From an optimization exercise on the open Yosys and OpenROAD flow, aimed at small area; shortcuts taken in it are not production practice.
RTL that was checked went through simulation tests only; none was proved equivalent to the original.
The RTL of runs 2 and 3 was laid out without a check of its function.
Power figures rest on the tool's default switching activity, not on a simulated workload.

$ cat flow/constraint.sdc
create_clock -name core_clock -period 16.0 [get_ports {CLK_60M}]
set_input_delay 3.2000 -clock core_clock [delete_from_list [all_inputs] [get_ports {CLK_60M}]]
set_output_delay 3.2000 -clock core_clock [all_outputs]
set_load 0.01 [all_outputs]
$ cat flow/config.mk
export PLATFORM = sky130hd
export DESIGN_NAME = drsstc_sfp_transceiver_top
export DESIGN_NICKNAME = drsstc_sfp_transceiver_top
export VERILOG_FILES = /design/flow/design.v
export SDC_FILE = /design/flow/constraint.sdc
export NUM_CORES = 4
export LEC_CHECK = 0
export CAP_MARGIN = 20
export CORE_MARGIN = 2
export CORE_UTILIZATION = 40
export SLEW_MARGIN = 20
$ cat flow/design.v
module reset_gen (
    input   wire    i_clk,
    input   wire    i_res_n,
    output  wire    o_res_n
);
    reg r_ff1;
    reg r_ff2;
    always @(posedge i_clk or negedge i_res_n) begin
        if (~i_res_n) begin
            r_ff1 <= 1'b0;
            r_ff2 <= 1'b0;
        end else begin
            r_ff1 <= 1'b1;
            r_ff2 <= r_ff1;
        end
    end
    assign o_res_n = r_ff2;
endmodule
module led_ctrl (
    input   wire            i_clk,
    input   wire            i_res_n,
    input   wire            i_tx_d1,
    input   wire            i_tx_err,
    input   wire            i_rx_d1,
    input   wire            i_rx_err,
    output  wire            o_tx_led_red,
    output  wire            o_tx_led_gr,
    output  wire            o_rx_led_red,
    output  wire            o_rx_led_gr,
    output  reg     [1:0]   o_q,
    output  reg     [3:0]   o_r
);
    reg     [11:0]  r_m;
    reg     [3:0]   r_c;
    wire            w_q2  = o_q[1];                      
    wire            w_r9  = o_r[3] & o_r[0];             
    wire            w_u29 = w_r9 & o_q[0];               
    wire            w_m_max = (&r_m[11:7]) & (&r_m[4:0]);  
    always @(posedge i_clk or negedge i_res_n) begin
        if (~i_res_n) begin
            o_q <= 2'd2;
            o_r <= 4'd9;
            r_m <= 12'd0;
            r_c <= 4'd0;
        end else begin
            o_q <= w_q2 ? 2'd0 : o_q + 2'd1;
            if (w_q2) begin
                o_r <= w_r9 ? 4'd0 : o_r + 4'd1;
            end
            if (w_u29) begin
                r_m <= w_m_max ? 12'd0 : r_m + 12'd1;
                if (w_m_max) begin
                    r_c <= (r_c[3] & r_c[1]) ? {r_c[3:1], ~r_c[0]} : r_c + 4'd1;
                end
            end
        end
    end
    wire            w_boot0 = ~r_c[3] & ~(r_c[2] & (r_c[1] | r_c[0]));   
    wire            w_boot1 = ~w_boot0 & ~(r_c[3] & r_c[1]);             
    wire            w_flash = r_c[0];
    assign o_tx_led_red = w_boot0 | (~w_boot1 & (~i_tx_err | w_flash));
    assign o_tx_led_gr  = w_boot0 | (~w_boot1 & i_tx_d1);
    assign o_rx_led_red = w_boot0 | (~w_boot1 & (~i_rx_err | w_flash));
    assign o_rx_led_gr  = w_boot0 | (~w_boot1 & i_rx_d1);
endmodule
module cdr (
    input   wire            i_clk,
    input   wire            i_res_n,
    input   wire            i_SerialData,
    output  reg             o_RecoveryData,
    output  reg             o_DataEn
);
    reg     [2:0]   r_syncFF;
    always @(posedge i_clk or negedge i_res_n) begin
        if (~i_res_n) begin
            r_syncFF <= 3'd0;
        end else begin
            r_syncFF <= {r_syncFF[1:0], i_SerialData};
        end
    end
    always @(posedge i_clk) begin
        o_RecoveryData <= r_syncFF[2];
    end
    wire            w_ts = r_syncFF[2] ^ r_syncFF[1];
    reg     [1:0]   r_rcvState;
    always @(posedge i_clk or negedge i_res_n) begin
        if (~i_res_n) begin
            r_rcvState <= 2'd0;
            o_DataEn <= 1'b0;
        end else begin
            if (w_ts | r_rcvState[1]) begin
                r_rcvState <= 2'd0;
            end else begin
                r_rcvState <= r_rcvState + 2'd1;
            end
            o_DataEn <= r_rcvState[0];
        end
    end
endmodule
module encode_8b10b (datain, dispin, dataout, dispout) ;
  input [8:0]   datain ;
  input 	dispin ;   
  output [9:0]	dataout ;
  output	dispout ;
  wire ai = datain[0] ;
  wire bi = datain[1] ;
  wire ci = datain[2] ;
  wire di = datain[3] ;
  wire ei = datain[4] ;
  wire fi = datain[5] ;
  wire gi = datain[6] ;
  wire hi = datain[7] ;
  wire ki = datain[8] ;
  wire aeqb = (ai & bi) | (!ai & !bi) ;
  wire ceqd = (ci & di) | (!ci & !di) ;
  wire l22 = (ai & bi & !ci & !di) |
	     (ci & di & !ai & !bi) |
	     ( !aeqb & !ceqd) ;
  wire l40 = ai & bi & ci & di ;
  wire l04 = !ai & !bi & !ci & !di ;
  wire l13 = ( !aeqb & !ci & !di) |
	     ( !ceqd & !ai & !bi) ;
  wire l31 = ( !aeqb & ci & di) |
	     ( !ceqd & ai & bi) ;
  wire ao = ai ;
  wire bo = (bi & !l40) | l04 ;
  wire co = l04 | ci | (ei & di & !ci & !bi & !ai) ;
  wire do_ = di & ! (ai & bi & ci) ;
  wire eo = (ei | l13) & ! (ei & di & !ci & !bi & !ai) ;
  wire io = (l22 & !ei) |
	    (ei & !di & !ci & !(ai&bi)) |   
	    (ei & l40) |
	    (ki & ei & di & ci & !bi & !ai) |  
	    (ei & !di & ci & !bi & !ai) ;
  wire pd1s6 = (ei & di & !ci & !bi & !ai) | (!ei & !l22 & !l31) ;
  wire nd1s6 = ki | (ei & !l22 & !l13) | (!ei & !di & ci & bi & ai) ;
  wire ndos6 = pd1s6 ;
  wire pdos6 = ki | (ei & !l22 & !l13) ;
  wire alt7 = fi & gi & hi & (ki | 
			      (dispin ? (!ei & di & l31) : (ei & !di & l13))) ;
  wire fo = fi & ! alt7 ;
  wire go = gi | (!fi & !gi & !hi) ;
  wire ho = hi ;
  wire jo = (!hi & (gi ^ fi)) | alt7 ;
  wire nd1s4 = fi & gi ;
  wire pd1s4 = (!fi & !gi) | (ki & ((fi & !gi) | (!fi & gi))) ;
  wire ndos4 = (!fi & !gi) ;
  wire pdos4 = fi & gi & hi ;
  wire illegalk = ki & 
		  (ai | bi | !ci | !di | !ei) &  
		  (!fi | !gi | !hi | !ei | !l31) ;  
  wire compls6 = (pd1s6 & !dispin) | (nd1s6 & dispin) ;
  wire disp6 = dispin ^ (ndos6 | pdos6) ;
  wire compls4 = (pd1s4 & !disp6) | (nd1s4 & disp6) ;
  assign dispout = disp6 ^ (ndos4 | pdos4) ;
  assign dataout = {(ao ^ compls6), (bo ^ compls6),
		    (co ^ compls6), (do_ ^ compls6),
		    (eo ^ compls6), (io ^ compls6),
		    (fo ^ compls4), (go ^ compls4),
		    (ho ^ compls4), (jo ^ compls4)};
endmodule
module decode_8b10b (datain, dispin, dataout, dispout, code_err, disp_err) ;
  input [9:0]   datain ;
  input		dispin ;
  output [8:0]	dataout ;
  output	dispout ;
  output	code_err ;
  output	disp_err ;
  wire ai = datain[9] ;
  wire bi = datain[8] ;
  wire ci = datain[7] ;
  wire di = datain[6] ;
  wire ei = datain[5] ;
  wire ii = datain[4] ;
  wire fi = datain[3] ;
  wire gi = datain[2] ;
  wire hi = datain[1] ;
  wire ji = datain[0] ;
  wire aeqb = (ai & bi) | (!ai & !bi) ;
  wire ceqd = (ci & di) | (!ci & !di) ;
  wire p22 = (ai & bi & !ci & !di) |
	     (ci & di & !ai & !bi) |
	     ( !aeqb & !ceqd) ;
  wire p13 = ( !aeqb & !ci & !di) |
	     ( !ceqd & !ai & !bi) ;
  wire p31 = ( !aeqb & ci & di) |
	     ( !ceqd & ai & bi) ;
  wire p40 = ai & bi & ci & di ;
  wire p04 = !ai & !bi & !ci & !di ;
  wire disp6a = p31 | (p22 & dispin) ;  
   wire disp6a2 = p31 & dispin ;   
   wire disp6a0 = p13 & ! dispin ;  
  wire disp6b = (((ei & ii & ! disp6a0) | (disp6a & (ei | ii)) | disp6a2 |
		  (ei & ii & di)) & (ei | ii | di)) ;
  wire p22bceeqi = p22 & bi & ci & (ei == ii) ;
  wire p22bncneeqi = p22 & !bi & !ci & (ei == ii) ;
  wire p13in = p13 & !ii ;
  wire p31i = p31 & ii ;
  wire p13dei = p13 & di & ei & ii ;
  wire p22aceeqi = p22 & ai & ci & (ei == ii) ;
  wire p22ancneeqi = p22 & !ai & !ci & (ei == ii) ;
  wire p13en = p13 & !ei ;
  wire anbnenin = !ai & !bi & !ei & !ii ;
  wire abei = ai & bi & ei & ii ;
  wire cdei = ci & di & ei & ii ;
  wire cndnenin = !ci & !di & !ei & !ii ;
  wire p22enin = p22 & !ei & !ii ;
  wire p22ei = p22 & ei & ii ;
  wire p31dnenin = p31 & !di & !ei & !ii ;
  wire p31e = p31 & ei ;
  wire compa = p22bncneeqi | p31i | p13dei | p22ancneeqi | 
		p13en | abei | cndnenin ;
  wire compb = p22bceeqi | p31i | p13dei | p22aceeqi | 
		p13en | abei | cndnenin ;
  wire compc = p22bceeqi | p31i | p13dei | p22ancneeqi | 
		p13en | anbnenin | cndnenin ;
  wire compd = p22bncneeqi | p31i | p13dei | p22aceeqi |
		p13en | abei | cndnenin ;
  wire compe = p22bncneeqi | p13in | p13dei | p22ancneeqi | 
		p13en | anbnenin | cndnenin ;
  wire ao = ai ^ compa ;
  wire bo = bi ^ compb ;
  wire co = ci ^ compc ;
  wire do_ = di ^ compd ;
  wire eo = ei ^ compe ;
  wire feqg = (fi & gi) | (!fi & !gi) ;
  wire heqj = (hi & ji) | (!hi & !ji) ;
  wire fghj22 = (fi & gi & !hi & !ji) |
		(!fi & !gi & hi & ji) |
		( !feqg & !heqj) ;
  wire fghjp13 = ( !feqg & !hi & !ji) |
		 ( !heqj & !fi & !gi) ;
  wire fghjp31 = ( (!feqg) & hi & ji) |
		 ( !heqj & fi & gi) ;
  wire dispout = (fghjp31 | (disp6b & fghj22) | (hi & ji)) & (hi | ji) ;
  wire ko = ( (ci & di & ei & ii) | ( !ci & !di & !ei & !ii) |
		(p13 & !ei & ii & gi & hi & ji) |
		(p31 & ei & !ii & !gi & !hi & !ji)) ;
  wire alt7 =   (fi & !gi & !hi &  
		 ((dispin & ci & di & !ei & !ii) | ko |
		  (dispin & !ci & di & !ei & !ii))) |
		(!fi & gi & hi &  
		 (( !dispin & !ci & !di & ei & ii) | ko |
		  ( !dispin & ci & !di & ei & ii))) ;
  wire k28 = (ci & di & ei & ii) | ! (ci | di | ei | ii) ;
  wire k28p = ! (ci | di | ei | ii) ;
  wire fo = (ji & !fi & (hi | !gi | k28p)) |
	    (fi & !ji & (!hi | gi | !k28p)) |
	    (k28p & gi & hi) |
	    (!k28p & !gi & !hi) ;
  wire go = (ji & !fi & (hi | !gi | !k28p)) |
	    (fi & !ji & (!hi | gi |k28p)) |
	    (!k28p & gi & hi) |
	    (k28p & !gi & !hi) ;
  wire ho = ((ji ^ hi) & ! ((!fi & gi & !hi & ji & !k28p) | (!fi & gi & hi & !ji & k28p) | 
			    (fi & !gi & !hi & ji & !k28p) | (fi & !gi & hi & !ji & k28p))) |
	    (!fi & gi & hi & ji) | (fi & !gi & !hi & !ji) ;
  wire disp6p = (p31 & (ei | ii)) | (p22 & ei & ii) ;
  wire disp6n = (p13 & ! (ei & ii)) | (p22 & !ei & !ii) ;
  wire disp4p = fghjp31 ;
  wire disp4n = fghjp13 ;
  assign code_err = p40 | p04 | (fi & gi & hi & ji) | (!fi & !gi & !hi & !ji) |
		    (p13 & !ei & !ii) | (p31 & ei & ii) | 
		    (ei & ii & fi & gi & hi) | (!ei & !ii & !fi & !gi & !hi) | 
		    (ei & !ii & gi & hi & ji) | (!ei & ii & !gi & !hi & !ji) |
		    (!p31 & ei & !ii & !gi & !hi & !ji) |
		    (!p13 & !ei & ii & gi & hi & ji) |
		    (((ei & ii & !gi & !hi & !ji) | 
		      (!ei & !ii & gi & hi & ji)) &
		     ! ((ci & di & ei) | (!ci & !di & !ei))) |
		    (disp6p & disp4p) | (disp6n & disp4n) |
		    (ai & bi & ci & !ei & !ii & ((!fi & !gi) | fghjp13)) |
		    (!ai & !bi & !ci & ei & ii & ((fi & gi) | fghjp31)) |
		    (fi & gi & !hi & !ji & disp6p) |
		    (!fi & !gi & hi & ji & disp6n) |
		    (ci & di & ei & ii & !fi & !gi & !hi) |
		    (!ci & !di & !ei & !ii & fi & gi & hi) ;
  assign dataout = {ko, ho, go, fo, eo, do_, co, bo, ao} ;
   assign disp_err = ((dispin & disp6p) | (disp6n & !dispin) |
		      (dispin & !disp6n & fi & gi) |
		      (dispin & ai & bi & ci) |
		      (dispin & !disp6n & disp4p) |
		      (!dispin & !disp6p & !fi & !gi) |
		      (!dispin & !ai & !bi & !ci) |
		      (!dispin & !disp6p & disp4n) |
		      (disp6p & disp4p) | (disp6n & disp4n)) ;
endmodule
module serial_tx_master (
    input   wire            i_clk,
    input   wire            i_res_n,
    input   wire            i_sfp_tx_flt,
    input   wire            i_my_lock,
    input   wire            i_rx_lock,
    input   wire    [3:0]   i_data,
    input   wire            i_master,
    input   wire    [1:0]   i_q,
    input   wire    [3:0]   i_r,
    output  wire            o_SerialData,
    output  wire            o_drv_en,
    output  wire            o_sfp_tx_dis_n
);
    wire            w_r9     = i_r[3] & i_r[0];
    wire            w_sample = w_r9 & ~i_q[1] & ~i_q[0];    
    wire            w_hold   = w_r9 & (i_q[1] | i_q[0]);    
    reg     [5:0]   r_mosi;
    always @(posedge i_clk) begin
        if (w_sample) begin
            r_mosi <= {i_my_lock, i_master, i_data[3:0]};
        end
    end
    wire            w_p1 = ^r_mosi;
    reg             r_started;
    reg             r_dispin;
    reg     [3:0]   r_k;
    wire            w_send_k = (r_k != 4'd0) & (r_k <= 4'd5);
    wire            w_dispout;
    always @(posedge i_clk or negedge i_res_n) begin
        if (~i_res_n) begin
            r_started <= 1'b0;
            r_dispin <= 1'b0;
            r_k <= 4'd0;
        end else if (w_sample) begin
            r_started <= 1'b1;
            r_dispin <= r_started & w_dispout;
            if (r_k == 4'd0) begin
                if (~i_rx_lock | ~i_my_lock) begin
                    r_k <= 4'd1;
                end
            end else if (r_k == 4'd10) begin
                r_k <= 4'd0;
            end else begin
                r_k <= r_k + 4'd1;
            end
        end
    end
    wire    [9:0]   w_data_10b;
    encode_8b10b encode_8b10b_inst (
        .datain ( w_send_k ? 9'h1bc : {1'b0, 1'b1, r_mosi, w_p1} ),
        .dispin ( r_dispin ),
        .dataout ( w_data_10b ),
        .dispout ( w_dispout )
    );
    reg             w_bit;
    always @(*) begin
        case (i_r)
            4'd0: w_bit = w_data_10b[9];
            4'd1: w_bit = w_data_10b[8];
            4'd2: w_bit = w_data_10b[7];
            4'd3: w_bit = w_data_10b[6];
            4'd4: w_bit = w_data_10b[5];
            4'd5: w_bit = w_data_10b[4];
            4'd6: w_bit = w_data_10b[3];
            4'd7: w_bit = w_data_10b[2];
            4'd8: w_bit = w_data_10b[1];
            default: w_bit = w_data_10b[0];
        endcase
    end
    reg             r_last;
    wire            w_x = r_started & (w_hold ? r_last : w_bit);
    always @(posedge i_clk) begin
        r_last <= w_x;
    end
    reg             r_serialData;
    always @(posedge i_clk or negedge i_res_n) begin
        if (~i_res_n) begin
            r_serialData <= 1'b0;
        end else begin
            r_serialData <= w_x & ~i_sfp_tx_flt;
        end
    end
    assign o_SerialData = r_serialData;
    assign o_drv_en = ~i_sfp_tx_flt;
    assign o_sfp_tx_dis_n = i_sfp_tx_flt;
endmodule
module serial_rx (
    input   wire            i_clk,
    input   wire            i_res_n,
    input   wire            i_SerialData,
    input   wire            i_sfp_los,
    output  wire            o_rcv_en_n,
    input   wire    [3:0]   i_dip_sel,   
    output  wire            o_my_lock,
    output  reg             o_rx_lock,
    output  reg     [3:0]   o_data,
    output  reg             o_master
);
    assign o_rcv_en_n = 1'b0;    
    wire            w_sync1bData;
    wire            w_sync1bEn;
    reg     [1:0]   r_los_syncFF;
    wire            w_sfp_los = r_los_syncFF[1];
    always @(posedge i_clk or negedge i_res_n) begin
        if (~i_res_n) begin
            r_los_syncFF <= 2'b11;
        end else begin
            r_los_syncFF <= {r_los_syncFF[0], i_sfp_los};
        end
    end
    cdr cdr_inst (
        .i_clk ( i_clk ),
        .i_res_n ( i_res_n ),
        .i_SerialData ( i_SerialData ),
        .o_RecoveryData ( w_sync1bData ),
        .o_DataEn ( w_sync1bEn )
    );
    reg     [9:0]   r_10bShift;
    reg             r_shift_out;
    always @(posedge i_clk or negedge i_res_n) begin
        if (~i_res_n) begin
            r_10bShift <= 10'd0;
        end else if (w_sync1bEn) begin
            r_10bShift <= {r_10bShift[8:0], w_sync1bData};
        end
    end
    always @(posedge i_clk) begin
        if (w_sync1bEn) begin
            r_shift_out <= r_10bShift[9];
        end
    end
    wire            w_k28_5_det = (r_10bShift == 10'b0011111010) |
                                  (r_10bShift == 10'b1100000101);
    reg     [3:0]   r_sym_bitCnt;
    wire            r_sym_capture = r_sym_bitCnt[3] & r_sym_bitCnt[0];   
    always @(posedge i_clk or negedge i_res_n) begin
        if (~i_res_n) begin
            r_sym_bitCnt <= 4'd0;
        end else if (w_sync1bEn) begin
            if (w_k28_5_det || r_sym_capture) begin
                r_sym_bitCnt <= 4'd0;
            end else begin
                r_sym_bitCnt <= r_sym_bitCnt + 4'd1;
            end
        end
    end
    reg             r_out_trig;
    reg             r_k28_5_det_FF;
    always @(posedge i_clk or negedge i_res_n) begin
        if (~i_res_n) begin
            r_out_trig <= 1'b0;
        end else begin
            r_out_trig <= w_sync1bEn & r_sym_capture;
        end
    end
    always @(posedge i_clk) begin
        r_k28_5_det_FF <= w_k28_5_det;
    end
    wire    [9:0]   w_sym = {r_shift_out, r_10bShift[9:1]};
    wire    [8:0]   w_dec;
    wire            w_code_err;
    decode_8b10b decode_8b10b (
        .datain ( w_sym ),
        .dispin ( 1'b0 ),
        .dataout ( w_dec ),
        .dispout ( ),
        .code_err ( w_code_err ),
        .disp_err ( )
    );
    wire    [7:0]   w_8b_data = w_dec[7:0];
    reg             r_sym_ce;
    always @(posedge i_clk or negedge i_res_n) begin
        if (~i_res_n) begin
            r_sym_ce <= 1'b1;
        end else if (r_out_trig) begin
            r_sym_ce <= w_code_err;
        end
    end
    reg             r_code_err;
    always @(posedge i_clk or negedge i_res_n) begin
        if (~i_res_n) begin
            r_code_err <= 1'b1;
        end else if (r_sym_capture) begin
            r_code_err <= r_sym_ce;
        end
    end
    reg     [2:0]   r_lock_st;
    reg             r_p1_ng;
    wire            r_sym_locked = r_lock_st[2] & r_lock_st[0];
    always @(posedge i_clk or negedge i_res_n) begin
        if (~i_res_n) begin
            r_lock_st <= 3'd0;
        end else if (w_sfp_los | r_code_err | r_p1_ng) begin
            r_lock_st <= 3'd0;
        end else if (w_sync1bEn & r_sym_capture & ~r_sym_locked) begin
            if (w_k28_5_det) begin
                r_lock_st <= r_lock_st + 3'd1;
            end else begin
                r_lock_st <= 3'd0;
            end
        end
    end
    assign o_my_lock = r_sym_locked;
    wire            w_p1_ok = ^w_8b_data[7:0];
    always @(posedge i_clk or negedge i_res_n) begin
        if (~i_res_n) begin
            o_rx_lock <= 1'b0;
            o_data <= 4'd0;
            o_master <= 1'b0;
            r_p1_ng <= 1'b0;
        end else if (~r_sym_locked) begin
            r_p1_ng <= 1'b0;
            o_data <= o_data & ~i_dip_sel;
        end else if (r_out_trig & ~r_k28_5_det_FF) begin
            if (w_p1_ok & w_8b_data[7]) begin
                r_p1_ng <= 1'b0;
                o_rx_lock <= w_8b_data[6];
                o_master <= w_8b_data[5];
                o_data[3:0] <= w_8b_data[4:1];
            end else begin
                r_p1_ng <= 1'b1;
                o_data <= o_data & ~i_dip_sel;
            end
        end
    end
endmodule
module drsstc_sfp_transceiver_top (
    input           CLK_60M,
    input           RST_N,
    input   [7:0]   IN,
    output  [7:0]   OUT,
    input   [2:0]   LV_IN,
    output  [2:0]   LV_OUT,
    input   [7:0]   DIP_SW1,         
    input   [7:0]   DIP_SW2,         
    output  [1:0]   LED_TX,          
    output  [1:0]   LED_RX,          
    input           SFP_LOSS_SIG,    
    output          SFP_RATE_SEL,    
    output          SFP_TX_DIS_N,    
    input           SFP_TX_FLT,      
    input   [2:0]   SFP_MOD_DEF,     
    input           LVDS_DAT_OUT,    
    output          LVDS_DAT_IN,     
    output          LVDS_DRV_EN,     
    output          LVDS_RCV_EN_N,   
    output          TP1,
    output          TP2
    );
    wire            w_clk = CLK_60M;
    wire            w_my_locked;
    wire            w_rx_locked;
    wire            w_rst_n;
    reset_gen reset_gen_inst (
        .i_clk ( w_clk ),
        .i_res_n ( RST_N ),
        .o_res_n ( w_rst_n )
    );
    wire    [1:0]   w_tb_q;
    wire    [3:0]   w_tb_r;
    led_ctrl led_ctrl_inst (
        .i_clk ( w_clk ),
        .i_res_n ( w_rst_n ),
        .i_tx_d1 ( IN[0] ),
        .i_tx_err ( SFP_MOD_DEF[0] | SFP_TX_FLT ),
        .i_rx_d1 ( OUT[0] ),
        .i_rx_err ( SFP_MOD_DEF[0] | SFP_LOSS_SIG | ~w_my_locked),
        .o_tx_led_red ( LED_TX[1] ),
        .o_tx_led_gr ( LED_TX[0] ),
        .o_rx_led_red ( LED_RX[1] ),
        .o_rx_led_gr ( LED_RX[0] ),
        .o_q ( w_tb_q ),
        .o_r ( w_tb_r )
    );
    serial_tx_master serial_tx_master_inst (
        .i_clk ( w_clk ),
        .i_res_n ( w_rst_n ),
        .i_sfp_tx_flt ( SFP_TX_FLT ),
        .i_my_lock ( w_my_locked ),
        .i_rx_lock ( w_rx_locked ),
        .i_data ( IN[3:0] ),
        .i_master ( ~DIP_SW2[0] ),
        .i_q ( w_tb_q ),
        .i_r ( w_tb_r ),
        .o_SerialData ( LVDS_DAT_IN ),
        .o_drv_en ( LVDS_DRV_EN ),
        .o_sfp_tx_dis_n ( SFP_TX_DIS_N )
    );
    wire    [3:0]   w_rx_data;
    wire            w_rx_master;
    serial_rx serial_rx_inst (
        .i_clk ( w_clk ),
        .i_res_n ( w_rst_n ),
        .i_SerialData ( LVDS_DAT_OUT ),
        .i_sfp_los ( SFP_LOSS_SIG ),
        .o_rcv_en_n ( LVDS_RCV_EN_N ),
        .i_dip_sel ( DIP_SW1[3:0] ),
        .o_my_lock ( w_my_locked ),
        .o_rx_lock ( w_rx_locked ),
        .o_data ( w_rx_data[3:0] ),
        .o_master ( w_rx_master )
    );
    assign OUT[3:0] = w_rx_data[3:0];
    assign OUT[4] = w_my_locked;
    assign OUT[5] = w_rx_locked;
    assign OUT[6] = w_rx_master;
    assign LV_OUT[2:0] = w_rx_data[2:0];
    assign OUT[7] = 1'b0;
    assign TP1 = 1'b0;
    assign TP2 = 1'b0;
    assign SFP_RATE_SEL = 1'b0;
endmodule
$ cat flow/run.sh
#!/bin/bash
# synth_recipe.tcl (not shown) runs the flow's synth.tcl, then flattens the netlist and writes it again
# the make line also repeats each setting of config.mk as NAME=value (left out here)
make -C /OpenROAD-flow-scripts/flow DESIGN_CONFIG=/design/flow/config.mk WORK_HOME=/design/flow/orfs CLKGATE_MAP_FILE= SYNTH_SCRIPT=/design/flow/synth_recipe.tcl finish
==> results of run 1 <==
==> cell usage after synthesis, types with 11 or more instances <==
library cell               number  area share, %
sky130_fd_sc_hd__nand2_1       67            4.9
sky130_fd_sc_hd__dfrtp_1       59             29
sky130_fd_sc_hd__o21ai_0       57            5.6
sky130_fd_sc_hd__nor2_1        40            2.9
sky130_fd_sc_hd__inv_1         28            2.1
sky130_fd_sc_hd__ha_1          27            6.6
sky130_fd_sc_hd__clkbuf_1      24            1.8
sky130_fd_sc_hd__a21oi_1       22            2.2
sky130_fd_sc_hd__nand3_1       22            2.2
sky130_fd_sc_hd__buf_4         18            2.6
sky130_fd_sc_hd__nor2b_1       18            2.2
sky130_fd_sc_hd__xnor2_1       14            2.4
sky130_fd_sc_hd__nor3_1        13            1.3
sky130_fd_sc_hd__nand2b_1      12            1.5
sky130_fd_sc_hd__and3_1        11            1.3
==> area by class of cell <==
cell class	instances	area, sq um
fillers	1234	6790
multi-input cells	447	2850
flip-flops and latches	76	1930
repair buffers	33	325
clock buffers	11	233
well taps	172	215
inverters	29	109
clock inverters	5	58.8
==> worst max path at each step <==
stage	start	endpoint
after floorplan	SFP_MOD_DEF[0]	LED_RX[1]
after global placement	SFP_MOD_DEF[0]	LED_RX[1]
after detailed placement	SFP_MOD_DEF[0]	LED_RX[1]
after CTS	SFP_MOD_DEF[0]	LED_RX[1]
after global routing	SFP_TX_FLT	LED_TX[1]
final	SFP_MOD_DEF[0]	LED_RX[1]
==> state kept, by name (all words and copies together) (netlist names), 2 cells and up <==
name                                count
led_ctrl_inst.o_r                       4
serial_rx_inst.r_10bShift              10
led_ctrl_inst.r_m                      12
serial_rx_inst.r_lock_st                3
serial_tx_master_inst.r_mosi            6
led_ctrl_inst.o_q                       2
serial_rx_inst.r_sym_bitCnt             4
serial_rx_inst.o_data                   4
serial_rx_inst.cdr_inst.r_syncFF        3
serial_rx_inst.r_los_syncFF             2
led_ctrl_inst.r_c                       4
serial_rx_inst.cdr_inst.r_rcvState      2
serial_tx_master_inst.r_k               4
==> placed cells by master (no fill, tap or decap), drive strengths merged, types with 4 or more instances in the layout <==
cell	instances
dfstp	7
edfxtp	7
o31a	4
ha	27
conb	6
o22ai	4
a211oi	7
nor2	40
a21oi	22
o211ai	7
xor2	9
clkdlybuf4s50	31
nor3b	7
nand2	67
inv	30
nand2b	12
nor2b	18
xnor2	15
mux2	6
and2	8
clkbuf	11
or3b	4
nand3	22
mux2i	6
o31ai	5
o21ai	59
and3	11
dfrtp	59
nand4	9
o2bb2ai	4
a221oi	4
nor3	13
a31oi	6
==> kinds of logic (layout without fill, tap and decap cells) <==
family | Yosys count | in the layout | share of synthesized area [%]
compound gates | 155 | 155 | 19.8
xor+xnor | 25 | 25 | 4.70
fa+ha+maj | 27 | 27 | 6.61
buf+inv | 72 | 78 | 6.64
flops | 76 | 76 | 37.8
mux | 12 | 12 | 2.57
other cells | 2 | 6 | 0.147
simple gates | 222 | 222 | 21.7
==> critical path, cell delays in order <==
cell and delay, ns:
sky130_fd_sc_hd__clkdlybuf4s50_1 0.46, sky130_fd_sc_hd__nor2_1 0.14, sky130_fd_sc_hd__a21oi_1 0.08, sky130_fd_sc_hd__o21ai_0 0.16, sky130_fd_sc_hd__clkdlybuf4s50_1 0.56
==> through the flow <==
step | worst slack (ns) | power (uW)
floorplan | 9.20 | 569
global placement | 8.18 | 634
detailed placement | 8.19 | 640
CTS | 8.18 | 849
global route | 8.12 | 911
finish | 8.20 | 845
==> power by group <==
| part | total, uW | switching, uW | internal (uW) |
|---|---|---|---|
| clock | 204 | 82.0 | 122 |
| sequential | 274 | 56.5 | 218 |
| combinational | 367 | 202 | 165 |
==> layer usage <==
metal	vias up	share of wire (%)	GRT usage, %
li1	2104	-	-
met1	2095	48	25.3
met2	106	46	27.9
met3	9	4.8	3.04
met4	0	1.4	7.22
met5	-	0	0
==> tab_implementation.tex, run 1 <==
\begin{tabular}{lr}
\hline
Metric & Value \\
\hline
\multicolumn{2}{l}{\textbf{Run status}} \\
\quad Status & no timing/DRC/antenna violations \\
\multicolumn{2}{l}{\textbf{Setup path}} \\
\quad Critical R2R Capture & serial\_tx\_master\_inst.r\_serialData \\
\quad Max FO, Critical Path & 2 \\
\quad Worst Path Required & 12.80 ns \\
\quad Endpoint arrival time on the critical path & 4.60 ns \\
\quad Critical path endpoint category & primary output \\
\quad Worst Reg2Reg Path Length in Cells & 12 \\
\quad R2R Path Start & serial\_tx\_master\_inst.r\_mosi[3] \\
\quad Crit Path Category & in -> out \\
\quad R2r setup slk & 12.09 ns \\
\quad CP startpoint kind & input pin \\
\multicolumn{2}{l}{\textbf{Yosys}} \\
\quad EDFF count, synth & 7 \\
\quad Mean Syn Cell Area & approximately 8.6 sq um \\
\quad Syn Inst Count & just under 600 \\
\quad Post-synthesis register bit count & 76 \\
\quad Number of distinct library cells after synthesis & 70 \\
\quad Post-synthesis async set-or-reset flop share & approximately 87\% \\
\quad Primary flip-flop cell chosen by synthesis mapping & sky130\_fd\_sc\_hd\_\_dfrtp\_1 \\
\quad Mapped cell area & 5110 sq um \\
\quad Count of synthesis-stage warnings from yosys & 5 \\
\quad Sequential fraction of the synthesis area & 37.8\% \\
\multicolumn{2}{l}{\textbf{Final layout}} \\
\quad Fin nets & between 600 and 700 \\
\quad Final instance area & around 5700 sq um \\
\quad Share of final-layout standard cells stronger than drive strength 1 & under 10\% \\
\quad Finished Layout Cells & 773 \\
\quad Share of the core filled with cells in the final layout & 45.7\% \\
\quad Area growth from synthesis to layout & 12.1\% \\
\quad Total inserted antenna cells & 0 \\
\multicolumn{2}{l}{\textbf{Clock tree}} \\
\quad H-tree Lvls & 3 \\
\quad CTS buffer count & 9 \\
\quad Maximum clock path buffer count & 2 \\
\quad Clock tree from TritonCTS & built \\
\quad Clock Sink Count & 76 \\
\quad Setup Fix Bufs, Post-CTS & 0 \\
\quad Number of gates resized after cts & 0 \\
\quad Clock latency at the later pin of the worst-skew pair & about 0.34 ns \\
\quad Clock-pin slew reported for the worst setup and hold paths after clock tree synthesis & around 0.050 ns \\
\quad Post-CTS Hold Buffers & 0 \\
\quad Root buf cell & sky130\_fd\_sc\_hd\_\_clkbuf\_16 \\
\multicolumn{2}{l}{\textbf{Drt}} \\
\quad DR pass1 iterations & 4 \\
\quad Number of remaining DRC errors & 0 \\
\quad Per-cell routed wire length & 14.7 um \\
\quad Routed via count divided by cell count & around 5.6 \\
\quad Starting DRC count in detailed routing & about 290 \\
\quad Remaining antenna violation count after routing & 0 \\
\quad Routed vias & roughly 4300 \\
\quad Detailed Route WL & about 11000 um \\
\multicolumn{2}{l}{\textbf{STA}} \\
\quad Post-route fraction of the period consumed by the critical path & between 40 and 50\% \\
\quad Final period demand of the worst path & roughly 7.8 ns \\
\quad Worst hold slack & between 0.3 and 0.4 ns \\
\quad Max-slew violation count & 0 \\
\quad Actual transition at the worst max-transition pin & slightly above 1 ns \\
\quad Slew Limit Headroom & between 30\% and 40\% \\
\quad Setup-violating endpoint count in the final report & 0 \\
\quad Unrepaired setup endpoints after global routing & false \\
\quad Count of final hold-check violations & 0 \\
\quad Max Clk Rate & between 100 and 150 MHz \\
\quad Setup\_tns & 0 ns \\
\quad Worst clock skew & roughly 0.0077 ns \\
\multicolumn{2}{l}{\textbf{Hold path}} \\
\quad Path category of the worst min-delay check & reg -> reg \\
\quad Beginning of the worst hold path & serial\_rx\_inst.cdr\_inst.r\_syncFF[0] \\
\quad Number of cells traversed by the worst hold path & 0 \\
\quad Hold-critical path endpoint & serial\_rx\_inst.cdr\_inst.r\_syncFF[1] \\
\multicolumn{2}{l}{\textbf{Die}} \\
\quad Core Box Area & between 10000 and 15000 sq um \\
\quad Die Footprint & between 10000 and 15000 sq um \\
\quad Width of the die & about 120 um \\
\quad Total number of placement rows & 41 \\
\quad Top-level I/O count & 57 \\
\quad Initial standard-cell utilization of the core & roughly two fifths \\
\quad Die extent in y & around 120 um \\
\multicolumn{2}{l}{\textbf{GRT}} \\
\quad Remaining global-route overflow & 0 \\
\quad Via count of the first global-routing pass & 4031 \\
\quad Global-route wire length before repair & between 15000 and 20000 um \\
\quad Maximum number of pins on one net before global-route repair & 65 \\
\quad GRT Util Overall & a little under a fifth \\
\quad Antenna violations before repair & 0 \\
\multicolumn{2}{l}{\textbf{Placement}} \\
\quad Post-detailed-placement cell area & approximately 5400 sq um \\
\quad Detailed-placement wirelength estimate & between 8000 and 9000 um \\
\quad Number of input and output port buffers inserted & 31 \\
\quad Placed cell count & 757 \\
\quad Placer Congestion & between 0.8 and 0.9 \\
\multicolumn{2}{l}{\textbf{Power}} \\
\quad P\_leak & 0.00237 uW \\
\quad Max IR drop VDD & between 0.07 and 0.08 mV \\
\quad Power density over the cells & 148 nW/um\^{}2 \\
\multicolumn{2}{l}{\textbf{Flow run}} \\
\quad Max capacitance violation total & 0 \\
\hline
\end{tabular}
==> run 2: changes to the inputs <==
--- a/flow/design.v
+++ b/flow/design.v
@@ -67,8 +67,8 @@
     input   wire            i_clk,
     input   wire            i_res_n,
     input   wire            i_SerialData,
-    output  reg             o_RecoveryData,
-    output  reg             o_DataEn
+    output  wire            o_RecoveryData,
+    output  wire            o_DataEn
 );
     reg     [2:0]   r_syncFF;
     always @(posedge i_clk or negedge i_res_n) begin
@@ -78,24 +78,21 @@
             r_syncFF <= {r_syncFF[1:0], i_SerialData};
         end
     end
-    always @(posedge i_clk) begin
-        o_RecoveryData <= r_syncFF[2];
-    end
     wire            w_ts = r_syncFF[2] ^ r_syncFF[1];
     reg     [1:0]   r_rcvState;
     always @(posedge i_clk or negedge i_res_n) begin
         if (~i_res_n) begin
             r_rcvState <= 2'd0;
-            o_DataEn <= 1'b0;
         end else begin
-            if (w_ts | r_rcvState[1]) begin
-                r_rcvState <= 2'd0;
-            end else begin
-                r_rcvState <= r_rcvState + 2'd1;
-            end
-            o_DataEn <= r_rcvState[0];
+            case (r_rcvState)
+                2'd1:    r_rcvState <= w_ts ? 2'd3 : 2'd2;
+                2'd2:    r_rcvState <= 2'd0;
+                default: r_rcvState <= w_ts ? 2'd0 : 2'd1;
+            endcase
         end
     end
+    assign o_DataEn = r_rcvState[1];
+    assign o_RecoveryData = r_syncFF[2] ^ r_rcvState[0];
 endmodule
 module encode_8b10b (datain, dispin, dataout, dispout) ;
   input [8:0]   datain ;
@@ -413,37 +410,29 @@
         end
     end
     always @(posedge i_clk) begin
-        if (w_sync1bEn) begin
-            r_shift_out <= r_10bShift[9];
-        end
+        r_shift_out <= r_10bShift[9];
     end
     wire            w_k28_5_det = (r_10bShift == 10'b0011111010) |
                                   (r_10bShift == 10'b1100000101);
     reg     [3:0]   r_sym_bitCnt;
-    wire            r_sym_capture = r_sym_bitCnt[3] & r_sym_bitCnt[0];   
+    wire            r_sym_capture = r_sym_bitCnt[3] & ~r_sym_bitCnt[1] & r_sym_bitCnt[0];   
+    wire            r_out_trig = r_sym_bitCnt[3] & r_sym_bitCnt[1];                       
+    wire            r_k28_5_det_FF = r_sym_bitCnt[0];
     always @(posedge i_clk or negedge i_res_n) begin
         if (~i_res_n) begin
             r_sym_bitCnt <= 4'd0;
         end else if (w_sync1bEn) begin
-            if (w_k28_5_det || r_sym_capture) begin
+            if (r_sym_capture) begin
+                r_sym_bitCnt <= {3'b101, w_k28_5_det};
+            end else if (w_k28_5_det) begin
                 r_sym_bitCnt <= 4'd0;
             end else begin
                 r_sym_bitCnt <= r_sym_bitCnt + 4'd1;
             end
+        end else if (r_out_trig) begin
+            r_sym_bitCnt <= 4'd0;
         end
     end
-    reg             r_out_trig;
-    reg             r_k28_5_det_FF;
-    always @(posedge i_clk or negedge i_res_n) begin
-        if (~i_res_n) begin
-            r_out_trig <= 1'b0;
-        end else begin
-            r_out_trig <= w_sync1bEn & r_sym_capture;
-        end
-    end
-    always @(posedge i_clk) begin
-        r_k28_5_det_FF <= w_k28_5_det;
-    end
     wire    [9:0]   w_sym = {r_shift_out, r_10bShift[9:1]};
     wire    [8:0]   w_dec;
     wire            w_code_err;
@@ -473,14 +462,18 @@
         end
     end
     reg     [2:0]   r_lock_st;
-    reg             r_p1_ng;
-    wire            r_sym_locked = r_lock_st[2] & r_lock_st[0];
+    wire            r_sym_locked = r_lock_st[2] & (r_lock_st[1] | r_lock_st[0]);
+    wire            w_bad_frame;
     always @(posedge i_clk or negedge i_res_n) begin
         if (~i_res_n) begin
             r_lock_st <= 3'd0;
-        end else if (w_sfp_los | r_code_err | r_p1_ng) begin
+        end else if (w_sfp_los | r_code_err | r_lock_st[1] & r_lock_st[2]) begin
             r_lock_st <= 3'd0;
-        end else if (w_sync1bEn & r_sym_capture & ~r_sym_locked) begin
+        end else if (r_sym_locked) begin
+            if (w_bad_frame) begin
+                r_lock_st <= 3'd6;
+            end
+        end else if (w_sync1bEn & r_sym_capture) begin
             if (w_k28_5_det) begin
                 r_lock_st <= r_lock_st + 3'd1;
             end else begin
@@ -490,25 +483,20 @@
     end
     assign o_my_lock = r_sym_locked;
     wire            w_p1_ok = ^w_8b_data[7:0];
+    wire            w_frame = r_out_trig & ~r_k28_5_det_FF;
+    wire            w_good = w_p1_ok & w_8b_data[7];
+    assign          w_bad_frame = w_frame & ~w_good;
     always @(posedge i_clk or negedge i_res_n) begin
         if (~i_res_n) begin
             o_rx_lock <= 1'b0;
             o_data <= 4'd0;
             o_master <= 1'b0;
-            r_p1_ng <= 1'b0;
-        end else if (~r_sym_locked) begin
-            r_p1_ng <= 1'b0;
+        end else if (~r_sym_locked | w_bad_frame) begin
             o_data <= o_data & ~i_dip_sel;
-        end else if (r_out_trig & ~r_k28_5_det_FF) begin
-            if (w_p1_ok & w_8b_data[7]) begin
-                r_p1_ng <= 1'b0;
-                o_rx_lock <= w_8b_data[6];
-                o_master <= w_8b_data[5];
-                o_data[3:0] <= w_8b_data[4:1];
-            end else begin
-                r_p1_ng <= 1'b1;
-                o_data <= o_data & ~i_dip_sel;
-            end
+        end else if (w_frame) begin
+            o_rx_lock <= w_8b_data[6];
+            o_master <= w_8b_data[5];
+            o_data[3:0] <= w_8b_data[4:1];
         end
     end
 endmodule
--- a/flow/config.mk
+++ b/flow/config.mk
@@ -5,7 +5,10 @@
 export SDC_FILE = /design/flow/constraint.sdc
 export NUM_CORES = 4
 export LEC_CHECK = 0
+export ABC_AREA = 1
 export CAP_MARGIN = 20
 export CORE_MARGIN = 2
 export CORE_UTILIZATION = 40
+export CTS_BUF_LIST = sky130_fd_sc_hd__clkbuf_8
+export CTS_CLUSTER_SIZE = 20
 export SLEW_MARGIN = 20
==> tab_implementation.tex, run 2 <==
\begin{tabular}{lr}
\hline
Metric & Value \\
\hline
\multicolumn{2}{l}{\textbf{Run status}} \\
\quad Status & no timing/DRC/antenna violations \\
\multicolumn{2}{l}{\textbf{Clock tree}} \\
\quad Setup Fix Bufs, Post-CTS & 0 (unchanged) \\
\quad Clock tree from TritonCTS & built \\
\quad Clock latency at the later pin of the worst-skew pair & 0.36 ns (+0.02 ns) \\
\quad H-tree Lvls & 3 (unchanged) \\
\quad Clock Sink Count & 71 (-6.6\%) \\
\quad Clock-pin slew reported for the worst setup and hold paths after clock tree synthesis & 0.07 ns (+0.02 ns) \\
\quad Root buf cell & sky130\_fd\_sc\_hd\_\_clkbuf\_8 \\
\quad Number of gates resized after cts & 0 (unchanged) \\
\quad Maximum clock path buffer count & 2 (unchanged) \\
\quad CTS buffer count & 9 (unchanged) \\
\quad Post-CTS Hold Buffers & 0 (unchanged) \\
\multicolumn{2}{l}{\textbf{STA}} \\
\quad Setup-violating endpoint count in the final report & 0 (unchanged) \\
\quad Worst hold slack & 0.351 ns (-0.00384 ns) \\
\quad Actual transition at the worst max-transition pin & 0.790 ns (-0.223 ns) \\
\quad Post-route fraction of the period consumed by the critical path & 48.3\% (-0.45 points) \\
\quad Final period demand of the worst path & 7.72 ns (-0.0719 ns) \\
\quad Slew Limit Headroom & 47.3\% (+15 points) \\
\quad Unrepaired setup endpoints after global routing & false \\
\quad Setup\_tns & 0 ns (unchanged) \\
\quad Max-slew violation count & 0 (unchanged) \\
\quad Count of final hold-check violations & 0 (unchanged) \\
\quad Max Clk Rate & 129 MHz (+0.93\%) \\
\quad Worst clock skew & 0.0105 ns (+0.00283 ns) \\
\multicolumn{2}{l}{\textbf{GRT}} \\
\quad Remaining global-route overflow & 0 (unchanged) \\
\quad GRT Util Overall & 17.2\% (-0.81 points) \\
\quad Via count of the first global-routing pass & 4378 (+8.6\%) \\
\quad Maximum number of pins on one net before global-route repair & 62 (-4.6\%) \\
\quad Antenna violations before repair & 0 (unchanged) \\
\quad Global-route wire length before repair & 19900 um (+2.1\%) \\
\multicolumn{2}{l}{\textbf{Yosys}} \\
\quad Biggest area contributors in the synthesized netlist & sky130\_fd\_sc\_hd\_\_dfrtp\_1 27\%, sky130\_fd\_sc\_hd\_\_nand2\_1 12\%, sky130\_fd\_sc\_hd\_\_inv\_1 7.8\% \\
\quad Post-synthesis async set-or-reset flop share & 88.7\% (+1.9 points) \\
\quad Primary flip-flop cell chosen by synthesis mapping & sky130\_fd\_sc\_hd\_\_dfrtp\_1 \\
\quad Mean Syn Cell Area & 7.11 sq um (-18\%) \\
\quad Mapped cell area & 5170 sq um (+1.3\%) \\
\quad Library cell occupying the most area in the post-synthesis netlist & sky130\_fd\_sc\_hd\_\_dfrtp\_1 \\
\quad Portion of synthesized cell area occupied by the leading cell type & 27.1\% (-1.8 points) \\
\quad EDFF count, synth & 6 (-1) \\
\quad Most repeated cell in the gate-level netlist after synthesis & sky130\_fd\_sc\_hd\_\_nand2\_1 \\
\quad Syn Inst Count & 727 (+23\%) \\
\quad Post-synthesis register bit count & 71 (-6.6\%) \\
\quad Most frequent cells after synthesis & 170 x sky130\_fd\_sc\_hd\_\_nand2\_1, 107 x sky130\_fd\_sc\_hd\_\_inv\_1, 68 x sky130\_fd\_sc\_hd\_\_nand3\_1, 68 x sky130\_fd\_sc\_hd\_\_nor2\_1, 56 x sky130\_fd\_sc\_hd\_\_dfrtp\_1 \\
\quad Count of synthesis-stage warnings from yosys & 5 (unchanged) \\
\quad Number of distinct library cells after synthesis & 53 (-24\%) \\
\quad Sequential fraction of the synthesis area & 34.9\% (-2.9 points) \\
\multicolumn{2}{l}{\textbf{Power}} \\
\quad Clock power share & 19.0\% (-5.1 points) \\
\quad Sequential Power Share & 32.5\% (about the same) \\
\quad Gate power share & 48.5\% (+5.0 points) \\
\quad Internal power & 404 uW (-20\%) \\
\quad Switching power total & 352 uW (+3.3\%) \\
\quad P\_leak & 0.00275 uW (+16\%) \\
\quad Switching share of power & 46.5\% (+6.2 points) \\
\quad Max IR drop VDD & 0.0662 mV (-15\%) \\
\quad Power density over the cells & 132 nW/um\^{}2 (-11\%) \\
\multicolumn{2}{l}{\textbf{Setup path}} \\
\quad Capturing instance or port of the critical path & LED\_RX[1] \\
\quad Worst setup path startpoint & SFP\_LOSS\_SIG \\
\quad Endpoint arrival time on the critical path & 4.52 ns (-0.08 ns) \\
\quad Worst Path Required & 12.80 ns (about the same) \\
\quad Worst Reg2Reg Path Length in Cells & 16 (+4) \\
\quad R2r setup slk & 13.07 ns (+0.98 ns) \\
\quad R2R Path Start & serial\_rx\_inst.r\_10bShift[8] \\
\quad Crit Path Category & in -> out \\
\quad CP startpoint kind & input pin \\
\quad Critical path endpoint category & primary output \\
\quad Max FO, Critical Path & 2 (unchanged) \\
\quad Critical R2R Capture & serial\_rx\_inst.o\_data[2] \\
\multicolumn{2}{l}{\textbf{Drt}} \\
\quad Starting DRC count in detailed routing & 258 (-12\%) \\
\quad Detailed Route WL & 11400 um (+0.56\%) \\
\quad Routed via count divided by cell count & 4.93 (-12\%) \\
\quad DR pass1 iterations & 5 (+1) \\
\quad Routed vias & 4561 (+5.7\%) \\
\quad Number of remaining DRC errors & 0 (unchanged) \\
\quad Per-cell routed wire length & 12.4 um (-16\%) \\
\quad Remaining antenna violation count after routing & 0 (unchanged) \\
\multicolumn{2}{l}{\textbf{Placement}} \\
\quad Detailed-placement wirelength estimate & 8860 um (+8.0\%) \\
\quad Number of input and output port buffers inserted & 31 (unchanged) \\
\quad Post-detailed-placement cell area & 5540 sq um (+2.0\%) \\
\quad Placer Congestion & 0.873 (-0.90\%) \\
\multicolumn{2}{l}{\textbf{Die}} \\
\quad Die extent in y & 118 um (+0.62\%) \\
\quad Initial standard-cell utilization of the core & 41.0\% (+0.18 points) \\
\quad Core Box Area & 12600 sq um (+0.82\%) \\
\quad Top-level I/O count & 57 (unchanged) \\
\quad Die Footprint & 13900 sq um (+1.2\%) \\
\quad Width of the die & 118 um (+0.62\%) \\
\quad Total number of placement rows & 41 (unchanged) \\
\multicolumn{2}{l}{\textbf{Final layout}} \\
\quad Top reg by flops & led\_ctrl\_inst.r\_m \\
\quad Fill cell total of the finished layout & 1310 (+6.2\%) \\
\quad Share of final-layout standard cells stronger than drive strength 1 & 8.75\% (+2.9 points) \\
\quad Fin nets & 813 (+24\%) \\
\quad Most common cell after layout, fill and taps aside & sky130\_fd\_sc\_hd\_\_nand2\_1 \\
\quad Area growth from synthesis to layout & 10.8\% \\
\quad Leading registers by flop count & led\_ctrl\_inst.r\_m x12, serial\_rx\_inst.r\_10bShift x10, serial\_tx\_master\_inst.r\_mosi x6 \\
\quad Final instance area & 5730 sq um (+0.13\%) \\
\quad Number of flip-flops under the largest register name & 12 (unchanged) \\
\quad Total inserted antenna cells & 0 (unchanged) \\
\quad Most used cells in the layout excluding fill and tap cells & 170 x sky130\_fd\_sc\_hd\_\_nand2\_1, 110 x sky130\_fd\_sc\_hd\_\_inv\_1, 68 x sky130\_fd\_sc\_hd\_\_nor2\_1, 68 x sky130\_fd\_sc\_hd\_\_nand3\_1, 55 x sky130\_fd\_sc\_hd\_\_dfrtp\_1 \\
\multicolumn{2}{l}{\textbf{Hold path}} \\
\quad Path category of the worst min-delay check & reg -> reg \\
\quad Number of cells traversed by the worst hold path & 0 (unchanged) \\
\multicolumn{2}{l}{\textbf{Flow run}} \\
\quad Max capacitance violation total & 0 (unchanged) \\
\hline
\end{tabular}
[run 2: power by group through the flow]
stage | registers [uW] | clock network (uW) | logic [uW]
after floorplan | 226 | 0 | 323
after global placement | 248 | 0 | 360
after detailed placement | 249 | 0 | 366
after CTS | 245 | 149 | 367
after global routing | 251 | 157 | 416
final | 246 | 143 | 366
[run 2: worst min path at each step]
stage / to / slack [ns] / start
6_report: serial_rx_inst.cdr_inst.r_syncFF[1] / 0.35 / serial_rx_inst.cdr_inst.r_syncFF[0]
3_3_place_gp: reset_gen_inst.r_ff2 / 0.34 / reset_gen_inst.r_ff1
2_1_floorplan: reset_gen_inst.r_ff2 / 0.33 / reset_gen_inst.r_ff1
5_1_grt: reset_gen_inst.r_ff2 / 0.36 / reset_gen_inst.r_ff1
3_5_place_dp: serial_rx_inst.cdr_inst.r_syncFF[1] / 0.34 / serial_rx_inst.cdr_inst.r_syncFF[0]
4_1_cts: serial_rx_inst.cdr_inst.r_syncFF[1] / 0.35 / serial_rx_inst.cdr_inst.r_syncFF[0]
[run 2: critical path, stage by stage]
cell and delay (ns):
sky130_fd_sc_hd__clkdlybuf4s50_1 0.43, sky130_fd_sc_hd__nor2_1 0.10, sky130_fd_sc_hd__a21oi_1 0.07, sky130_fd_sc_hd__o21ai_0 0.17, sky130_fd_sc_hd__clkdlybuf4s50_1 0.56
[run 2: logic make-up (layout without fill, tap and decap cells)]
family / after synthesis / count (layout) / share of synthesized area [%]
fa+ha+maj: 29 / 29 / 7.02
other cells: 2 / 6 / 0.145
flops: 71 / 71 / 34.9
buf+inv: 144 / 167 / 12.3
compound gates: 95 / 95 / 10.6
xor+xnor: 11 / 11 / 1.86
simple gates: 375 / 375 / 33.2
[run 2: layout make-up]
| cell class | count | area, sq um | share of cell area (%) |
|---|---|---|---|
| multi-input cells | 516 | 2750 | 47.9 |
| flip-flops and latches | 71 | 1810 | 31.5 |
| inverters | 118 | 447 | 7.79 |
| repair buffers | 33 | 325 | 5.67 |
| well taps | 172 | 215 | 3.75 |
| clock buffers | 10 | 138 | 2.40 |
| clock inverters | 6 | 55.1 | 0.960 |
[run 2: per-layer routing]
metal	vias up	GRT usage (%)	share of wire [%]
met5	-	0	0
met4	0	7.00	1.8
met3	16	3.29	2.9
met2	82	28.5	48
met1	2103	22.1	48
li1	2360	-	-
[run 2: through the flow]
step                worst slack, ns  instances  total power (uW)  utilization (%)
global placement               8.31        910               607             43.9
CTS                            8.29        926               761             45.4
global route                   8.23        926               824             45.4
finish                         8.28        926               755             45.4
detailed placement             8.29        910               614             43.9
floorplan                      9.19        731               549                -
==> run 3: changes to the inputs <==
--- a/flow/design.v
+++ b/flow/design.v
@@ -494,8 +494,8 @@
         end else if (~r_sym_locked | w_bad_frame) begin
             o_data <= o_data & ~i_dip_sel;
         end else if (w_frame) begin
-            o_rx_lock <= w_8b_data[6];
-            o_master <= w_8b_data[5];
+            o_rx_lock <= ~(w_sym[2] ^ w_sym[1]);
+            o_master <= w_sym[3] ^ w_sym[0];
             o_data[3:0] <= w_8b_data[4:1];
         end
     end
==> flow/flow/run.sh (new file) <==
#!/bin/bash
# Own layout flow: the standard flow, with
#  - synthesis mapped by an area-oriented ABC script (flow/abc_speed.script
#    stands in for ORFS's script of that name; registers are untouched),
#  - port buffers of the smallest buffer cell,
#  - clock tree without dummy loads.
# Each step's full output goes to a log file of its own in this folder.
set -euo pipefail
W=$PWD

# Scripts folder: ORFS's scripts, with the ABC script replaced.
mkdir -p "$W/scripts_own"
for f in "$FLOW_HOME"/scripts/*; do
  ln -sfn "$f" "$W/scripts_own/$(basename "$f")"
done
rm -f "$W/scripts_own/abc_speed.script"
cp "$W/flow/abc_speed.script" "$W/scripts_own/abc_speed.script"

bash standard.sh SCRIPTS_DIR="$W/scripts_own" synth > "$W/synth.log" 2>&1

CTS="-sink_clustering_enable -repair_clock_nets -buf_list sky130_fd_sc_hd__clkbuf_8 -sink_clustering_size 20 -dont_use_dummy_load"
bash standard.sh \
  BUFFER_PORTS_ARGS="-buffer_cell sky130_fd_sc_hd__buf_1" \
  CTS_ARGS="$CTS" \
  finish > "$W/layout.log" 2>&1
==> flow/flow/abc_speed.script (new file) <==
strash
&get -n
&deepsyn -T 20
&put
dch -f
map -a
topo
dnsize -c
==> flow/standard.sh (new file) <==
#!/bin/bash
# synth_recipe.tcl (not shown) runs the flow's synth.tcl, then flattens the netlist and writes it again
# the make line also repeats each setting of config.mk as NAME=value (left out here)
make -C /OpenROAD-flow-scripts/flow DESIGN_CONFIG=/design/flow/config.mk WORK_HOME=/design/flow/orfs CLKGATE_MAP_FILE= SYNTH_SCRIPT=/design/flow/synth_recipe.tcl "${@:-finish}"
--- a/flow/config.mk
+++ b/flow/config.mk
@@ -5,10 +5,7 @@
 export SDC_FILE = /design/flow/constraint.sdc
 export NUM_CORES = 4
 export LEC_CHECK = 0
-export ABC_AREA = 1
 export CAP_MARGIN = 20
 export CORE_MARGIN = 2
 export CORE_UTILIZATION = 40
-export CTS_BUF_LIST = sky130_fd_sc_hd__clkbuf_8
-export CTS_CLUSTER_SIZE = 20
 export SLEW_MARGIN = 20
removed: flow/run.sh
==> tab_implementation.tex, run 3 <==
\begin{tabular}{lr}
\hline
Metric & Value \\
\hline
\multicolumn{2}{l}{\textbf{GRT}} \\
\quad Via count of the first global-routing pass & 3772 (-14\%) \\
\quad Remaining global-route overflow & 0 (unchanged) \\
\quad Maximum number of pins on one net before global-route repair & 62 (unchanged) \\
\quad GRT Util Overall & 18.0\% (+0.79 points) \\
\quad Global-route wire length before repair & 17000 um (-14\%) \\
\quad Antenna violations before repair & 0 (unchanged) \\
\multicolumn{2}{l}{\textbf{Setup path}} \\
\quad Endpoint arrival time on the critical path & 3.96 ns (-0.56 ns) \\
\quad CP startpoint kind & input pin \\
\quad Critical path endpoint category & primary output \\
\quad Worst Path Required & 12.80 ns (about the same) \\
\quad R2R Path Start & serial\_rx\_inst.r\_10bShift[8] \\
\quad Critical R2R Capture & serial\_rx\_inst.o\_data[1] \\
\quad Worst setup path startpoint & SFP\_TX\_FLT \\
\quad Worst Reg2Reg Path Length in Cells & 19 (+3) \\
\quad Crit Path Category & in -> out \\
\quad R2r setup slk & 11.12 ns (-1.95 ns) \\
\quad Max FO, Critical Path & 4 (+2) \\
\multicolumn{2}{l}{\textbf{Hold path}} \\
\quad Beginning of the worst hold path & reset\_gen\_inst.r\_ff1 \\
\quad Number of cells traversed by the worst hold path & 0 (unchanged) \\
\quad Hold-critical path endpoint & reset\_gen\_inst.r\_ff2 \\
\quad Path category of the worst min-delay check & reg -> reg \\
\multicolumn{2}{l}{\textbf{Final layout}} \\
\quad Top reg by flops & led\_ctrl\_inst.r\_m \\
\quad Sequential cell area & 1810 sq um (unchanged) \\
\quad Share of final-layout standard cells stronger than drive strength 1 & 3.37\% (-5.4 points) \\
\quad Most used cells in the layout excluding fill and tap cells & 97 x sky130\_fd\_sc\_hd\_\_clkinv\_1, 73 x sky130\_fd\_sc\_hd\_\_nor2\_1, 72 x sky130\_fd\_sc\_hd\_\_nand2\_1, 55 x sky130\_fd\_sc\_hd\_\_dfrtp\_1, 46 x sky130\_fd\_sc\_hd\_\_o21ai\_0 \\
\quad Multi-input logic area & 2190 sq um (-20\%) \\
\quad Number of flip-flops under the largest register name & 12 (unchanged) \\
\quad Total inserted antenna cells & 0 (unchanged) \\
\quad Most common cell after layout, fill and taps aside & sky130\_fd\_sc\_hd\_\_clkinv\_1 \\
\quad Fill cell total of the finished layout & 1105 (-16\%) \\
\quad Fin nets & 663 (-18\%) \\
\quad Leading registers by flop count & led\_ctrl\_inst.r\_m x12, serial\_rx\_inst.r\_10bShift x10, serial\_tx\_master\_inst.r\_mosi x6 \\
\quad Share of the core filled with cells in the final layout & 44.0\% (-1.5 points) \\
\quad Area growth from synthesis to layout & 6.96\% \\
\multicolumn{2}{l}{\textbf{Yosys}} \\
\quad Most repeated cell in the gate-level netlist after synthesis & sky130\_fd\_sc\_hd\_\_clkinv\_1 \\
\quad Mapped cell area & 4470 sq um (-13\%) \\
\quad Post-synthesis async set-or-reset flop share & 88.7\% (unchanged) \\
\quad Count of synthesis-stage warnings from yosys & 5 (unchanged) \\
\quad EDFF count, synth & 6 (unchanged) \\
\quad Portion of synthesized cell area occupied by the leading cell type & 31.3\% (+4.2 points) \\
\quad Library cell occupying the most area in the post-synthesis netlist & sky130\_fd\_sc\_hd\_\_dfrtp\_1 \\
\quad Number of distinct library cells after synthesis & 38 (-28\%) \\
\quad Post-synthesis register bit count & 71 (unchanged) \\
\quad Biggest area contributors in the synthesized netlist & sky130\_fd\_sc\_hd\_\_dfrtp\_1 31\%, sky130\_fd\_sc\_hd\_\_ha\_1 9.2\%, sky130\_fd\_sc\_hd\_\_clkinv\_1 8.1\% \\
\quad Most frequent cells after synthesis & 97 x sky130\_fd\_sc\_hd\_\_clkinv\_1, 73 x sky130\_fd\_sc\_hd\_\_nor2\_1, 72 x sky130\_fd\_sc\_hd\_\_nand2\_1 \\
\quad Syn Inst Count & 565 (-22\%) \\
\quad Primary flip-flop cell chosen by synthesis mapping & sky130\_fd\_sc\_hd\_\_dfrtp\_1 \\
\quad Mean Syn Cell Area & 7.92 sq um (+11\%) \\
\quad Sequential fraction of the synthesis area & 40.4\% (+5.4 points) \\
\multicolumn{2}{l}{\textbf{Power}} \\
\quad Internal power & 343 uW (-15\%) \\
\quad Sequential Power Share & 41.0\% (+8.5 points) \\
\quad P\_leak & 0.00191 uW (-31\%) \\
\quad Power density over the cells & 124 nW/um\^{}2 (-6.0\%) \\
\quad Switching power total & 250 uW (-29\%) \\
\quad Pwr Total & 593 uW (-21\%) \\
\quad Switching share of power & 42.1\% (-4.4 points) \\
\quad Max IR drop VDD & 0.0841 mV (+27\%) \\
\quad Gate power share & 40.2\% (-8.3 points) \\
\quad Clock power share & 18.8\% (-0.2 points) \\
\multicolumn{2}{l}{\textbf{Die}} \\
\quad Die Footprint & 12000 sq um (-13\%) \\
\quad Total number of placement rows & 38 (-7.3\%) \\
\quad Width of the die & 110 um (-6.8\%) \\
\quad Die extent in y & 110 um (-6.8\%) \\
\quad Top-level I/O count & 57 (unchanged) \\
\quad Core Box Area & 10900 sq um (-14\%) \\
\quad Initial standard-cell utilization of the core & 41.1\% (+0.11 points) \\
\multicolumn{2}{l}{\textbf{STA}} \\
\quad Post-route fraction of the period consumed by the critical path & 44.7\% (-3.5 points) \\
\quad Worst clock skew & 0.0228 ns (+0.0123 ns) \\
\quad Actual transition at the worst max-transition pin & 0.905 ns (+0.115 ns) \\
\quad Max Clk Rate & 140 MHz (+7.9\%) \\
\quad Setup-violating endpoint count in the final report & 0 (unchanged) \\
\quad Count of final hold-check violations & 0 (unchanged) \\
\quad Max-slew violation count & 0 (unchanged) \\
\quad Worst hold slack & 0.355 ns (+0.00370 ns) \\
\quad Setup\_tns & 0 ns (unchanged) \\
\quad Unrepaired setup endpoints after global routing & false \\
\quad Final period demand of the worst path & 7.16 ns (-0.568 ns) \\
\quad Slew Limit Headroom & 39.2\% (-8.1 points) \\
\multicolumn{2}{l}{\textbf{Drt}} \\
\quad Remaining antenna violation count after routing & 0 (unchanged) \\
\quad Metal1 wirelength & 4530 um (-17\%) \\
\quad Detailed Route WL & 9960 um (-13\%) \\
\quad Routed via count divided by cell count & 5.26 (+6.7\%) \\
\quad Number of remaining DRC errors & 0 (unchanged) \\
\quad Top layer reached by signal wires & met4 \\
\quad DR pass1 iterations & 4 (-1) \\
\quad Met3 wire length & 462 um (+40\%) \\
\quad Per-cell routed wire length & 13.6 um (+10\%) \\
\quad Routed vias & 3854 (-16\%) \\
\quad Starting DRC count in detailed routing & 137 (-47\%) \\
\quad Met2 wire length & 4730 um (-13\%) \\
\multicolumn{2}{l}{\textbf{Clock tree}} \\
\quad Clock Sink Count & 71 (unchanged) \\
\quad Setup Fix Bufs, Post-CTS & 0 (unchanged) \\
\quad Maximum clock path buffer count & 2 (unchanged) \\
\quad Number of gates resized after cts & 0 (unchanged) \\
\quad Root buf cell & sky130\_fd\_sc\_hd\_\_clkbuf\_8 \\
\quad Clock tree from TritonCTS & built \\
\quad H-tree Lvls & 3 (unchanged) \\
\quad Clock-pin slew reported for the worst setup and hold paths after clock tree synthesis & 0.06 ns (about the same) \\
\quad CTS buffer count & 9 (unchanged) \\
\quad Post-CTS Hold Buffers & 0 (unchanged) \\
\quad Clock latency at the later pin of the worst-skew pair & 0.36 ns (about the same) \\
\multicolumn{2}{l}{\textbf{Placement}} \\
\quad Placer Congestion & 0.879 (+0.71\%) \\
\quad Number of input and output port buffers inserted & 31 (unchanged) \\
\quad Detailed-placement wirelength estimate & 7450 um (-16\%) \\
\multicolumn{2}{l}{\textbf{Run status}} \\
\quad Status & no timing/DRC/antenna violations \\
\multicolumn{2}{l}{\textbf{Flow run}} \\
\quad Max capacitance violation total & 0 (unchanged) \\
\hline
\end{tabular}
==> run 3: worst max-delay path, cell delays in order <==
cell and delay [ns]:
sky130_fd_sc_hd__buf_1 0.14, sky130_fd_sc_hd__or2_2 0.29, sky130_fd_sc_hd__a31oi_1 0.16, sky130_fd_sc_hd__buf_1 0.17
==> run 3: metrics by stage <==
stage | area [sq um] | instances | worst slack (ns)
floorplan | 4490 | 569 | 9.04
global placement | 4660 | 724 | 8.85
detailed placement | 4660 | 724 | 8.83
CTS | 4790 | 733 | 8.83
global route | 4790 | 733 | 8.80
finish | 4790 | 733 | 8.84
==> run 3: worst max-delay path by stage <==
stage / endpoint / slack (ns)
detailed placement: LED_TX[1] / 8.83
floorplan: LED_TX[1] / 9.04
finish: LED_TX[1] / 8.84
global placement: LED_TX[1] / 8.85
global route: LED_TX[1] / 8.80
CTS: LED_TX[1] / 8.83
==> run 3: per-layer routing <==
metal  up-vias  track usage, %
li1       1944               -
met3        19            4.09
met1      1803            21.9
met2        88            30.2
met4         0            8.32
met5         -               0
==> run 3: layout make-up <==
| cell class | instances | share of cell area (%) |
|---|---|---|
| inverters | 97 | 7.61 |
| clock buffers | 9 | 2.59 |
| repair buffers | 32 | 2.59 |
| multi-input cells | 384 | 45.8 |
| flip-flops and latches | 71 | 37.8 |
| well taps | 140 | 3.66 |
==> run 3: logic make-up after synthesis <==
| kind of cell | count (synthesis) | synth area share, % |
|---|---|---|
| flip-flops | 71 | 40.4 |
| buffers and inverters | 114 | 11.0 |
| AO/OA/AOI/OAI | 137 | 18.2 |
| AND/OR/NAND/NOR | 193 | 18.1 |
| XOR/XNOR | 15 | 2.94 |
| other | 2 | 0.168 |
| adder cells (fa/ha/maj) | 33 | 9.23 |
==> run 3: power groups by stage <==
stage	Sequential [uW]	Combinational (uW)	Clock, uW
floorplan	237	186	0
global placement	246	234	0
detailed placement	246	237	0
CTS	243	239	117
global route	250	275	123
finish	243	239	111

[re-timing with driven ports]
In the flow no input, the clock included, has a driving cell. The finished layouts below were timed again as built, in two steps.
Step 1: set_driving_cell puts a clkbuf_16 on CLK_60M and a buf_2 on each other input, an assumption about the parent block.
Step 2 adds t to the input delays and takes it off the output delays; t is the mean of the earliest and latest rising clock arrival at the registers after step 1. Input paths then give back, and output paths get back, about the clock's delay inside the block.
a / b / c = ideal ports / drivers / drivers and shift; a / b = the first two.
run	shift t [ns]	setup slack, ns	hold slack, ns	worst setup path after step 2	worst register clock-pin slew, ns
run 1	0.375	8.204 / 8.180 / 8.180	0.355 / 0.355 / 0.355	input to output	0.06 / 0.06
run 2	0.389	8.276 / 8.255 / 8.255	0.351 / 0.351 / 0.351	input to output	0.08 / 0.08
run 3	0.384	8.843 / 8.822 / 8.822	0.355 / 0.355 / 0.355	input to output	0.08 / 0.08
After both steps setup and hold are still met in every run listed. The setup slack of run 1, which loses most, moves by -0.024 ns with the drivers and by -0.024 ns with both steps.
